Source: an optimization exercise on an open RTL-to-GDS flow (aim: small area and a short achievable clock period). Production flows keep margins and buffers that such runs may drop.
RTL that was checked went through simulation tests only; none was proved equivalent to the original.
Only the layout flow was run in runs 2 to 4; the RTL was not checked for function there.

[design/flow/config.mk]
export PLATFORM = sky130hd
export DESIGN_NAME = iir
export DESIGN_NICKNAME = iir
export VERILOG_FILES = /design/flow/design.v
export SDC_FILE = /design/flow/constraint.sdc
export NUM_CORES = 4
export LEC_CHECK = 0
export CAP_MARGIN = 20
export CORE_MARGIN = 2
export CORE_UTILIZATION = 40
export PLACE_DENSITY = 0.6
export SLEW_MARGIN = 20
[design/flow/constraint.sdc]
create_clock -name core_clock -period 13.0 [get_ports {clk}]
set_input_delay 2.6000 -clock core_clock [delete_from_list [all_inputs] [get_ports {clk}]]
set_output_delay 2.6000 -clock core_clock [all_outputs]
set_load 0.01 [all_outputs]
[design/flow/design.v]
`timescale 1ns / 1ps
module iir(clk,
           rst_n,
           x,
           y);
    input clk;
    input rst_n;
    input signed [31:0] x;
    output reg signed [31:0] y;
    reg signed [31:0] y1;
    reg signed [31:0] y2;
    reg signed [31:0] x1;
    reg signed [31:0] x2;
    always@(*)
    begin
        y = 6*x + (x1) + 2*(x2) - 4*(y1) - 3*(y2);
    end
    always@(posedge clk or negedge rst_n)
    begin
        if(~rst_n)
        begin
            y1 <= 0;
            y2 <= 0;
            x1 <= 0;
            x2 <= 0;
        end
        else
        begin
            y1 <= y;
            y2 <= y1;
            x1 <= x;
            x2 <= x1;
        end
    end
endmodule
[design/flow/run.sh]
#!/bin/bash
# synth_recipe.tcl (not shown) runs the flow's synth.tcl, then flattens the netlist and writes it again
# the make line also repeats each setting of config.mk as NAME=value (left out here)
make -C /OpenROAD-flow-scripts/flow DESIGN_CONFIG=/design/flow/config.mk WORK_HOME=/design/flow/orfs CLKGATE_MAP_FILE= SYNTH_SCRIPT=/design/flow/synth_recipe.tcl finish
==> notes.md, run 1 <==
Post-Place Cells 1260; antenna diode count 0; warnings from Yosys 1; router iterations before antenna repair 4; Residual DRC 0; FF-to-FF setup slack 8.03 ns; largest fanout on the critical path 5; I/O pins 66; TritonCTS Buffers 17; TritonCTS clock tree yes; Crit Path Class in2out; Max-Cap Viols 0; largest net degree at the start of global routing 66; critical path required time 10.40 ns; Final Critical Period 12.36 ns; Crit. End Element output port; HP Class reg2reg; filler cell count 2227; Worst-Margin Slew 0.835 ns; Final nets 1230; Starting Density 0.408; Die Footprint 26200 um^2; cell area after placement 11000 um^2; post-synthesis cell area 9950 um^2; Total GRT Usage 0.162; first-pass GRT wire length 33000 um; Netlist cell types 59; clock latency (worst-skew pair) 0.42 ns; Die Wd 162 um; WP data arrival 9.76 ns; register area share after synthesis 0.319; die height 162 um; crit start category primary input; non-filler instance count after layout 1292; Avg Inst Size Synth 11.4 um^2; Worst Clk Skew 0.0101 ns; # setup viols final 0; worst hold slack 0.351 ns; Port Buffers 65; Reg2Reg Depth 16; end of the critical path y[27]; Net Count, Synth 1147; clk slew on worst S/H paths 0.06 ns; vias in the first global route 6409; final hold vios 0; final worst-path cycle share 0.951; via count 6042; Slew Viols, Final 0; FP Rows 57; final instance area 11600 um^2; outcome complete, no violations; ys flop type dfrtp_1; core area 24400 um^2; Crit Reg-Reg Startpoint y2[2]$_DFF_PN0_; post_cts resized 0; post-cts hold buffer count 0; relative slew slack 0.444; vias per inst 4.68; Fin Setup TNS 0 ns; fmax 80.9 MHz; reg2reg end y1[28]$_DFF_PN0_; WL/cell 14.8 um; initial antenna violation count 0; HPWL Detailed 15700 um; Sink Count 127; final core utilization 0.476; synthesized flop and latch total 127; GRT overflow 0; RSZ-0062 raised after global routing false; Post-synth ARST share 1.00; Syn-to-layout area delta 16.8%; GPL Wtd Cong 0.807; Critical Path Source x[2]; Post-Route WL 19100 um; Mapped Cells 872; Clock Tree Buf Depth 2; H-tree Lvls 4; first-iteration detailed-routing DRC count 255; postcts setup bufs 0; CTS root buf clkbuf_16; layout cells sized above 1 0.0506; Antenna Violating Nets Remaining 0; EDFF count, synth 0
-- cell usage after synthesis (3+ instances only) --
| library cell | number | area, um^2 |
|---|---|---|
| a211oi_1 | 6 | 45.0 |
| xor2_1 | 14 | 123 |
| nand3_1 | 5 | 25.0 |
| a21oi_1 | 41 | 205 |
| inv_1 | 202 | 758 |
| nor2_1 | 23 | 86.3 |
| ha_1 | 122 | 1530 |
| o21bai_1 | 6 | 45.0 |
| o211ai_1 | 3 | 22.5 |
| a211o_1 | 4 | 35.0 |
| fa_1 | 119 | 2380 |
| a31oi_1 | 3 | 18.8 |
| o21ai_0 | 17 | 85.1 |
| nor2b_1 | 7 | 43.8 |
| nor3_1 | 7 | 35.0 |
| a21o_2 | 4 | 35.0 |
| dfrtp_1 | 127 | 3180 |
| nand4_1 | 6 | 37.5 |
| xnor2_1 | 52 | 455 |
| and3_1 | 5 | 31.3 |
| nand2_1 | 16 | 60.1 |
| o21a_1 | 12 | 90.1 |
| a21o_1 | 19 | 143 |
-- layout make-up --
class,count,area (um^2),share of cell area
Clock inverter,9,133,0.0114
Sequential cell,127,3180,0.274
Timing Repair Buffer,66,659,0.0568
Multi-Input combinational cell,541,6010,0.517
Clock buffer,23,478,0.0411
Tap cell,324,405,0.0349
Inverter,202,758,0.0653
-- layout by cell type, fill, tap and decap left out, drive strengths merged, types with 3 or more instances in the layout --
master	synthesis	layout
a221oi	3	3
fa	119	119
o211ai	4	4
nor2b	7	7
xor2	14	14
clkinvlp	0	5
o21ai	21	21
a211o	5	5
o221ai	3	3
o21bai	6	6
ha	122	122
nand3	5	5
clkbuf	2	23
nor3	7	7
a31oi	4	4
a211oi	6	6
o21a	12	12
dfrtp	127	127
a21oi	42	42
nor2	23	23
xnor2	52	52
a21o	23	23
bufinv	0	3
inv	202	202
nand4	6	6
clkdlybuf4s50	0	64
and3	5	5
nand2	16	16
-- flip-flops by register name (all words and copies together) (netlist names) --
| name | cells |
|---|---|
| x2 | 31 |
| y1 | 32 |
| x1 | 32 |
| y2 | 32 |
-- critical path, cell delays in order --
cell and delay (ns):
clkdlybuf4s50_1 0.46, ha_1 0.33, ha_1 0.27, a21o_1 0.17
a21oi_1 0.26, o21bai_1 0.15, a211o_1 0.40, a31o_2 0.26
a21o_1 0.19, a21o_1 0.17, a21oi_1 0.17, xnor2_1 0.11
fa_1 0.48, inv_1 0.05, fa_1 0.39, fa_1 0.51
inv_1 0.04, ha_1 0.35, a21o_1 0.20, a21oi_1 0.19
o21bai_1 0.15, a221oi_1 0.33, a21boi_0 0.20, o21a_1 0.22
nor2_1 0.15, o21ai_0 0.10, a21oi_1 0.26, clkdlybuf4s50_1 0.60
-- worst min path at each step --
| stage | cells after the start | slack [ns] | startpoint | end |
|---|---|---|---|---|
| 2_1_floorplan | 0 | 0.33 | y1[30]$_DFF_PN0_ | y2[30]$_DFF_PN0_ |
| 3_3_place_gp | 0 | 0.34 | y1[31]$_DFF_PN0_ | y2[31]$_DFF_PN0_ |
| 3_5_place_dp | 0 | 0.34 | y1[31]$_DFF_PN0_ | y2[31]$_DFF_PN0_ |
| 4_1_cts | 0 | 0.35 | y1[31]$_DFF_PN0_ | y2[31]$_DFF_PN0_ |
| 5_1_grt | 0 | 0.37 | y1[31]$_DFF_PN0_ | y2[31]$_DFF_PN0_ |
| 6_report | 0 | 0.35 | y1[31]$_DFF_PN0_ | y2[31]$_DFF_PN0_ |
-- metrics by stage --
stage | setup slack [ns]
after CTS | 0.560
after detailed placement | 0.561
final | 0.643
after floorplan | 2.27
after global routing | 0.0382
after global placement | 0.657
-- routing by layer --
metal | vias up | part of all wire | track usage
li1 | 2988 | - | -
met1 | 2968 | 0.51 | 0.240
met2 | 72 | 0.45 | 0.245
met3 | 14 | 0.032 | 0.0327
met4 | 0 | 0.011 | 0.0414
met5 | - | 0 | 0
-- cell families after synthesis --
logic type	after synthesis	share of synthesized area
xor gates and xnor gates	66	0.0581
DFF	127	0.319
adders and majority gates	241	0.393
AOI/OAI and AO/OA	150	0.110
buffers and inverters	204	0.0770
and+or+nand+nor	82	0.0412
muxes	2	0.00201
==> run 2, diff against run 1 <==
==> design/flow/design.v (replaced) <==
module iir(clk,
           rst_n,
           x,
           y);
    input clk;
    input rst_n;
    input signed [31:0] x;
    output reg signed [31:0] y;
    reg signed [31:0] s1;
    reg signed [31:0] s2;
    always @(*)
    begin
        y = 6*x + s1;
    end
    always @(posedge clk or negedge rst_n)
    begin
        if (~rst_n)
        begin
            s1 <= 0;
            s2 <= 0;
        end
        else
        begin
            s1 <= x - 4*y + s2;
            s2 <= 2*x - 3*y;
        end
    end
endmodule
==> notes.md, run 2 <==
outcome complete, no violations; relative slew slack 0.391; Crit Reg-Reg Startpoint s1[1]$_DFF_PN0_; critical path required time 10.40 ns; ys flop type dfrtp_1; FP Rows 57; antenna diode count 0; Worst Clk Skew 0.0129 ns; Post-synth ARST share 1.00; Crit. End Element output port; non-filler instance count after layout 1520; Mapped Cells 1125; I/O pins 66; first-pass GRT wire length 41000 um; Antenna Violating Nets Remaining 0; RSZ-0062 raised after global routing false; Final Critical Period 11.18 ns; via count 8183; top cells by area, synth ha_1 24%, dfrtp_1 16%, fa_1 10%; Post-Place Worst Slack 1.86 ns; Clock Tree Buf Depth 2; Sink Count 64; final core utilization 0.461; Netlist cell types 61; hold wc startpoint s2[0]$_DFF_PN0_; WL/cell 16.5 um; cell taking the most area after synthesis ha_1; Global Route met1 Usage 0.286; HPWL Detailed 21000 um; post-cts hold buffer count 0; setup ws final 1.82 ns; Die Wd 162 um; vias per inst 5.38; Crit Path Class in2out; Post-Place Cells 1507; largest fanout on the critical path 6; FF-to-FF setup slack 6.21 ns; Avg Inst Size Synth 8.84 um^2; largest net degree at the start of global routing 65; Starting Density 0.408; most frequent cell after synthesis ha_1; Most Crowded Layer GR met2; cell area after placement 11000 um^2; final worst-path cycle share 0.860; EDFF count, synth 0; H-tree Lvls 3; Worst-Margin Slew 0.913 ns; post_cts resized 0; final hold vios 0; first-iteration detailed-routing DRC count 434; initial antenna violation count 0; clock latency (worst-skew pair) 0.35 ns; Fin Setup TNS 0 ns; crit start category primary input; Max-Cap Viols 0; warnings from Yosys 1; worst hold slack 0.471 ns; vias in the first global route 8045; TritonCTS clock tree yes; GRT overflow 0; final instance area 11200 um^2; register area share after synthesis 0.161; router iterations before antenna repair 5; post-synthesis cell area 9950 um^2; # setup viols final 0; layout cells sized above 1 0.0226; clk slew on worst S/H paths 0.05 ns; most common cell after layout, fill and taps aside ha_1; met2 Track Usage GR 0.310; core area 24400 um^2; postcts setup bufs 0; Residual DRC 0; biggest regs s1 x32, s2 x32; Critical Path Source x[1]; GPL Wtd Cong 0.891; Die Footprint 26200 um^2; met3 usage 0.0176; WP data arrival 8.58 ns; Post-Route WL 25200 um; HP Class reg2reg; Slew Viols, Final 0; die height 162 um; Port Buffers 65; Syn-to-layout area delta 13.1%; most frequent cells in the layout 192 x ha_1, 139 x inv_1, 104 x a21oi_1; CTS root buf clkbuf_16; Net Count, Synth 1402; synth cell count leaders 192 x ha_1, 139 x inv_1, 104 x a21oi_1; fmax 89.4 MHz; Total GRT Usage 0.198; Final nets 1471; synthesized flop and latch total 64; Yosys top cell area share 0.241; TritonCTS Buffers 9
## run 2: cell types whose count changed after synthesis, sizes merged, moves of 41 or more
cell   delta
inv      -63
a21oi    +63
fa       -68
nor2     +41
dfrtp    -63
ha       +70
## run 2: routing by layer
metal / wire length, um / vias to the layer above
li1: - / 4098
met1: 12900 / 3939
met2: 10900 / 113
met3: 513 / 33
met4: 799 / 0
met5: 0 / -
## run 2: path summary, 6_finish.rpt
check                                   end  depth (start not counted)
setup / recovery                      y[29]                         25
hold / removal              s1[0]$_DFF_PN0_                          1
setup reg to reg           s2[30]$_DFF_PN0_                         24
hold reg to reg             s1[0]$_DFF_PN0_                          1
max in group asynchronous  s1[21]$_DFF_PN0_                          1
min in group asynchronous   s2[7]$_DFF_PN0_                          1
## run 2: cells by family after synthesis
family | Yosys count | share of synthesized area
adder cells (fa/ha/maj) | 243 | 0.344
AO/OA/AOI/OAI | 325 | 0.214
XOR/XNOR | 129 | 0.118
AND/OR/NAND/NOR | 218 | 0.108
flip-flops | 64 | 0.161
buffers and inverters | 146 | 0.0555
## run 2: layout make-up
cell class                      instances  area [um^2]
Inverter                              139          522
Fill cell                            2440        13100
Clock buffer                           12          246
Clock inverter                          1         30.0
Multi-Input combinational cell        915         7800
Tap cell                              324          405
Sequential cell                        64         1600
Timing Repair Buffer                   65          648
## run 2: worst max-delay path, cell delays in order
cell	delay [ns]
clkdlybuf4s50_1	0.60
ha_1	0.27
ha_1	0.20
inv_1	0.08
fa_1	0.20
nor2b_1	0.07
o31a_1	0.28
o221ai_1	0.25
a31oi_1	0.19
a21o_1	0.21
a21o_1	0.20
a21o_1	0.19
a311o_1	0.35
a21oi_1	0.18
xnor2_1	0.10
ha_1	0.37
nand3_1	0.15
nor3_1	0.32
and3_1	0.20
a22oi_1	0.08
a31oi_1	0.28
a21o_1	0.17
a21oi_1	0.07
xnor2_1	0.36
clkdlybuf4s50_1	0.62
==> run 3, diff against run 2 <==
--- a/design/flow/config.mk
+++ b/design/flow/config.mk
@@ -9,4 +9,5 @@
 export CORE_MARGIN = 2
 export CORE_UTILIZATION = 40
 export PLACE_DENSITY = 0.6
+export SETUP_SLACK_MARGIN = 5
 export SLEW_MARGIN = 20
==> notes.md, run 3 <==
Net Count, Synth 1402; antenna diode count 0; most frequent cells in the layout 148 x ha_1, 128 x inv_1, 89 x buf_4; HP Class reg2reg; GRT overflow 0; WP data arrival 6.94 ns; router iterations before antenna repair 4; H-tree Lvls 3; filler cell count 2146; Crit Path Class in2out; Netlist cell types 61; top cells by area, synth ha_1 24%, dfrtp_1 16%, fa_1 10%; final instance area 13900 um^2; Post-synth ARST share 1.00; TritonCTS Buffers 9; fmax 105 MHz; biggest regs s1 x32, s2 x32; EDFF count, synth 0; Die Wd 162 um; Final nets 1596; Worst Clk Skew 0.0131 ns; Avg Inst Size Synth 8.84 um^2; first-pass GRT wire length 45100 um; Worst-Margin Slew 0.949 ns; outcome complete, no violations; FP Rows 57; Clock Tree Buf Depth 2; vias per inst 5.26; post-cts hold buffer count 0; warnings from Yosys 1; TritonCTS clock tree yes; Crit. End Element output port; Yosys top cell area share 0.241; first-iteration detailed-routing DRC count 527; Post-Place Cells 1507; vias in the first global route 8877; final worst-path cycle share 0.734; # setup viols final 0; GPL Wtd Cong 0.895; area of the multi-input gates 9430 um^2; largest fanout on the critical path 3; relative slew slack 0.367; Port Buffers 65; Mapped Cells 1125; via count 8662; cell taking the most area after synthesis ha_1; Sink Count 64; Residual DRC 0; synth cell count leaders 192 x ha_1, 139 x inv_1, 104 x a21oi_1; Post-Route WL 28100 um; Final Critical Period 9.54 ns; layout cells sized above 1 0.295; largest net degree at the start of global routing 65; HPWL Detailed 20500 um; synthesized flop and latch total 64; I/O pins 66; most frequent cell after synthesis ha_1; WL/cell 17.1 um; post-synthesis cell area 9950 um^2; clk slew on worst S/H paths 0.07 ns; register area share after synthesis 0.161; worst hold slack 0.501 ns; critical path required time 10.40 ns; initial antenna violation count 0; Max-Cap Viols 0; Slew Viols, Final 0; ys flop type dfrtp_1; RSZ-0062 raised after global routing true; Reg area 1600 um^2; Total GRT Usage 0.217; cell area after placement 11400 um^2; core area 24400 um^2; CTS root buf clkbuf_16; Die Footprint 26200 um^2; clock latency (worst-skew pair) 0.36 ns; die height 162 um; most common cell after layout, fill and taps aside ha_1; Antenna Violating Nets Remaining 0; crit start category primary input; Fin Setup TNS 0 ns; Starting Density 0.408; non-filler instance count after layout 1647; Syn-to-layout area delta 40.0%; final hold vios 0
## run 3: cell types whose count changed in the layout (fill, tap and decap cells not counted), sizes merged
cell           previous run  this run
clkinv                    0         2
clkdlybuf4s50            64        16
buf                       1       157
dlymetal6s2s              0         1
clkbuf                   12        18
clkdlybuf4s15             0         3
dlygate4sd2               0         7
## run 3: metrics by stage
| step | util | worst slack, ns |
|---|---|---|
| floorplan | - | 3.99 |
| global placement | 0.466 | 2.41 |
| CTS | 0.537 | 3.49 |
| detailed placement | 0.466 | 2.34 |
| global route | 0.571 | 3.24 |
| finish | 0.571 | 3.46 |
## run 3: timing repair
action                                  in CTS  in global routing
endpoints found under the setup margin      65                 59
gates resized for setup                    313                125
setup buffers                               81                 44
pin swaps                                   86                 81
## run 3: kinds of logic (layout without fill, tap and decap cells)
logic type,count (synthesis),after routing,synth area share
AO/OA/AOI/OAI,325,325,0.214
adder cells (fa/ha/maj),243,243,0.344
AND/OR/NAND/NOR,218,218,0.108
buffers and inverters,146,344,0.0555
XOR/XNOR,129,129,0.118
flip-flops,64,64,0.161
## run 3: metal layers
| layer | GRT usage | vias up | share of wire |
|---|---|---|---|
| li1 | - | 4340 | - |
| met1 | 0.286 | 4154 | 0.46 |
| met2 | 0.374 | 132 | 0.48 |
| met3 | 0.0276 | 36 | 0.033 |
| met4 | 0.0623 | 0 | 0.021 |
| met5 | 0 | - | 0 |
## run 3: layout make-up
class	instances	area share
tap	324	0.0291
clock inverter	3	0.00287
inverter	139	0.0375
clock buffer	12	0.0191
timing repair buffer	190	0.119
multi-input combinational	915	0.677
sequential	64	0.115
## run 3: final timing paths
check / start / endpoint / slack, ns / cells past startpoint
max: x[1] / y[30] / 3.46 / 26
min: s2[0]$_DFF_PN0_ / s1[0]$_DFF_PN0_ / 0.50 / 1
max reg2reg: s1[2]$_DFF_PN0_ / s1[31]$_DFF_PN0_ / 7.16 / 23
max in group asynchronous: rst_n / s1[29]$_DFF_PN0_ / 9.99 / 1
min reg2reg: s2[0]$_DFF_PN0_ / s1[0]$_DFF_PN0_ / 0.50 / 1
min in group asynchronous: rst_n / s1[6]$_DFF_PN0_ / 2.39 / 1
## run 3: worst max-delay path: stages
cell,delay [ns]
buf_12,0.11
ha_4,0.23
ha_4,0.16
inv_2,0.06
fa_2,0.22
nor2b_2,0.05
o31a_1,0.29
o221ai_4,0.20
a31oi_4,0.14
a21o_1,0.17
a21o_1,0.16
a21o_1,0.17
a311o_1,0.29
a21oi_2,0.15
xnor2_1,0.08
ha_1,0.34
buf_4,0.15
buf_6,0.11
nand2_2,0.06
o21ai_2,0.05
a221oi_2,0.30
nor3b_4,0.29
buf_4,0.16
o31ai_4,0.06
xor2_2,0.18
buf_2,0.15
==> run 4, diff against run 3 <==
--- a/design/flow/config.mk
+++ b/design/flow/config.mk
@@ -5,6 +5,7 @@
 export SDC_FILE = /design/flow/constraint.sdc
 export NUM_CORES = 4
 export LEC_CHECK = 0
+export ABC_AREA = 1
 export CAP_MARGIN = 20
 export CORE_MARGIN = 2
 export CORE_UTILIZATION = 40
==> notes.md, run 4 <==
final worst-path cycle share 0.676; Crit path buffers/inverters 5; Residual DRC 0; Post-Route WL 40000 um; cell taking the most area after synthesis ha_1; Net Count, Synth 1801; die height 171 um; met3 usage 0.0266; filler cell count 2281; I/O pins 66; crit start category primary input; critical path required time 10.40 ns; most frequent cells in the layout 264 x nand2_1, 236 x inv_1, 177 x buf_4; HP Class reg2reg; Mapped Cells 1524; GRT overflow 0; reg2reg end s2[31]$_DFF_PN0_; initial antenna violation count 0; outcome complete, no violations; register area share after synthesis 0.144; WP data arrival 6.19 ns; most frequent cell after synthesis nand2_1; Port Buffers 65; Slew Viols, Final 0; area of the multi-input gates 11200 um^2; top cells by area, synth ha_1 22%, dfrtp_1 14%, nand2_1 11%; fmax 114 MHz; Critical Path Source x[2]; Crit Reg-Reg Startpoint s1[5]$_DFF_PN0_; largest fanout on the critical path 4; TritonCTS clock tree yes; Die Footprint 29200 um^2; Worst-Margin Slew 0.918 ns; H-tree Lvls 3; layout cells sized above 1 0.377; Post-synth ARST share 1.00; cell mode on critical path a21oi_4; Syn-to-layout area delta 50.5%; HPWL Detailed 29600 um; Post-Place Cells 1967; final hold vios 0; vias in the first global route 11.2k; met2 Track Usage GR 0.433; Worst Clk Skew 0.00903 ns; biggest regs s1 x32, s2 x32; EDFF count, synth 0; post-cts hold buffer count 0; Avg Inst Size Synth 7.31 um^2; Yosys top cell area share 0.216; TritonCTS Buffers 9; vias per inst 5.24; setup ws final 4.21 ns; router iterations before antenna repair 7; hold wc startpoint s2[0]$_DFF_PN0_; Fin Setup TNS 0 ns; Crit. End Element output port; Netlist cell types 46; CP max stage cell fa_2; Post-Place Worst Slack 2.85 ns; most common cell after layout, fill and taps aside nand2_1; first-iteration detailed-routing DRC count 661; Max-Cap Viols 0; # setup viols final 0; Die Wd 171 um; WL/cell 18.4 um; clock latency (worst-skew pair) 0.35 ns; Final nets 2064; antenna diode count 0; Crit path largest cell delay 0.33 ns; Reg2Reg Depth 39; Clock Tree Buf Depth 2; Antenna Violating Nets Remaining 0; RSZ-0062 raised after global routing true; synthesized flop and latch total 64; Starting Density 0.403; crit-path cells buf_8 -> ha_4 -> ha_4 -> inv_2 -> fa_2 -> nand3b_1 -> nand2_2 -> a21oi_4 -> o21ai_2 -> a21oi_2 -> o21ai_2 -> buf_4 -> a21oi_4 -> xnor2_2 -> ha_4 -> buf_4 -> a21oi_4 -> and2_4 -> nand2_4 -> a21oi_4 -> nand2_2 -> nand2_2 -> nand2_1 -> buf_2; core area 27600 um^2; Reg area 1600 um^2; via count 11.4k; warnings from Yosys 1; hold depth 1; Total GRT Usage 0.264; Sink Count 64; Final Critical Period 8.79 ns; ys flop type dfrtp_1; Most Crowded Layer GR met2; Crit Path Class in2out; largest net degree at the start of global routing 65; first-pass GRT wire length 58800 um; CTS root buf clkbuf_16; Crit path max-delay family adder cells; Hold Path Sink s1[0]$_DFF_PN0_; clk slew on worst S/H paths 0.06 ns; Global Route met1 Usage 0.368; post-synthesis cell area 11100 um^2; FF-to-FF setup slack 7.87 ns; relative slew slack 0.388; GPL Wtd Cong 0.909; synth cell count leaders 341 x nand2_1, 251 x inv_1, 192 x ha_1; FP Rows 61; final core utilization 0.606; non-filler instance count after layout 2170
==> run 4: cell count changes after synthesis, sizes merged, moves of 28 or more <==
cell   delta
a21o     -39
nor2     +44
inv     +121
a21oi    +28
xnor2    -45
nand2   +317
xor2     +42
nand3    +36
==> run 4: routing by layer <==
metal	vias up	share of wire
met5	-	0
met2	312	0.47
met1	5506	0.46
met4	0	0.028
li1	5465	-
met3	78	0.044
==> run 4: worst max path at each step <==
| stage | cells after the start | slack (ns) | end |
|---|---|---|---|
| after floorplan | 21 | 4.78 | y[27] |
| after detailed placement | 20 | 2.85 | y[27] |
| final | 24 | 4.21 | y[30] |
| after global routing | 51 | 4.10 | s2[31]$_DFF_PN0_ |
| after CTS | 25 | 4.35 | y[27] |
| after global placement | 20 | 2.89 | y[25] |
==> run 4: cell type report <==
| cell class | count | share of cell area |
|---|---|---|
| inverters | 260 | 0.0584 |
| multi-input cells | 1198 | 0.671 |
| clock buffers | 10 | 0.0143 |
| flip-flops and latches | 64 | 0.0956 |
| well taps | 378 | 0.0282 |
| clock inverters | 6 | 0.00493 |
| repair buffers | 254 | 0.128 |
==> run 4: timing repair <==
action                     4_1_cts  5_1_grt
setup endpoints to repair       62       51
buffers inserted               124       63
pin swaps                      125      114
gates resized for setup        479      260
==> run 4: logic make-up (layout without fill, tap and decap cells) <==
| logic type | Yosys count | in the layout | synth area share |
|---|---|---|---|
| AND/OR/NAND/NOR | 576 | 576 | 0.221 |
| buffers and inverters | 262 | 530 | 0.0888 |
| XOR/XNOR | 124 | 124 | 0.101 |
| flip-flops | 64 | 64 | 0.144 |
| adder cells (fa/ha/maj) | 243 | 243 | 0.307 |
| AO/OA/AOI/OAI | 255 | 255 | 0.138 |
==> run 4: metrics by stage <==
stage | area, um^2 | hold WS (ns)
3_3_place_gp | 12400 | 0.448
3_5_place_dp | 12400 | 0.460
2_1_floorplan | 11300 | 0.443
6_report | 16800 | 0.468
5_1_grt | 16800 | 0.503
4_1_cts | 15100 | 0.472

==> re-timing with driven ports <==
In the flow no input, the clock included, has a driving cell. The finished layouts below were timed again as built, in two steps.
Step 1, drivers: a clkbuf_16 drives clk and a buf_2 each remaining input, both assumed.
Step 2 moves the port delays by t, midway between the first and last clock arrival at a register: inputs arrive t later, outputs are due t later. That takes back most of the time a late clock gives input paths.
a / b / c = no drivers / after step 1 / after step 2; a / b = the first two.
run | t, ns | setup slack, ns | latest minus earliest clock arrival (ns)
run 1 | 0.457 | 0.643 / 0.619 / 0.619 | 0.011 / 0.010
run 2 | 0.387 | 1.817 / 1.795 / 1.795 | 0.013 / 0.013
run 3 | 0.394 | 3.462 / 3.411 / 3.330 | 0.014 / 0.013
run 4 | 0.385 | 4.209 / 4.168 / 3.852 | 0.009 / 0.009
After both steps setup and hold are still met in every run listed. The setup slack of run 4, which loses most, moves by -0.041 ns with the drivers and by -0.357 ns with both steps.
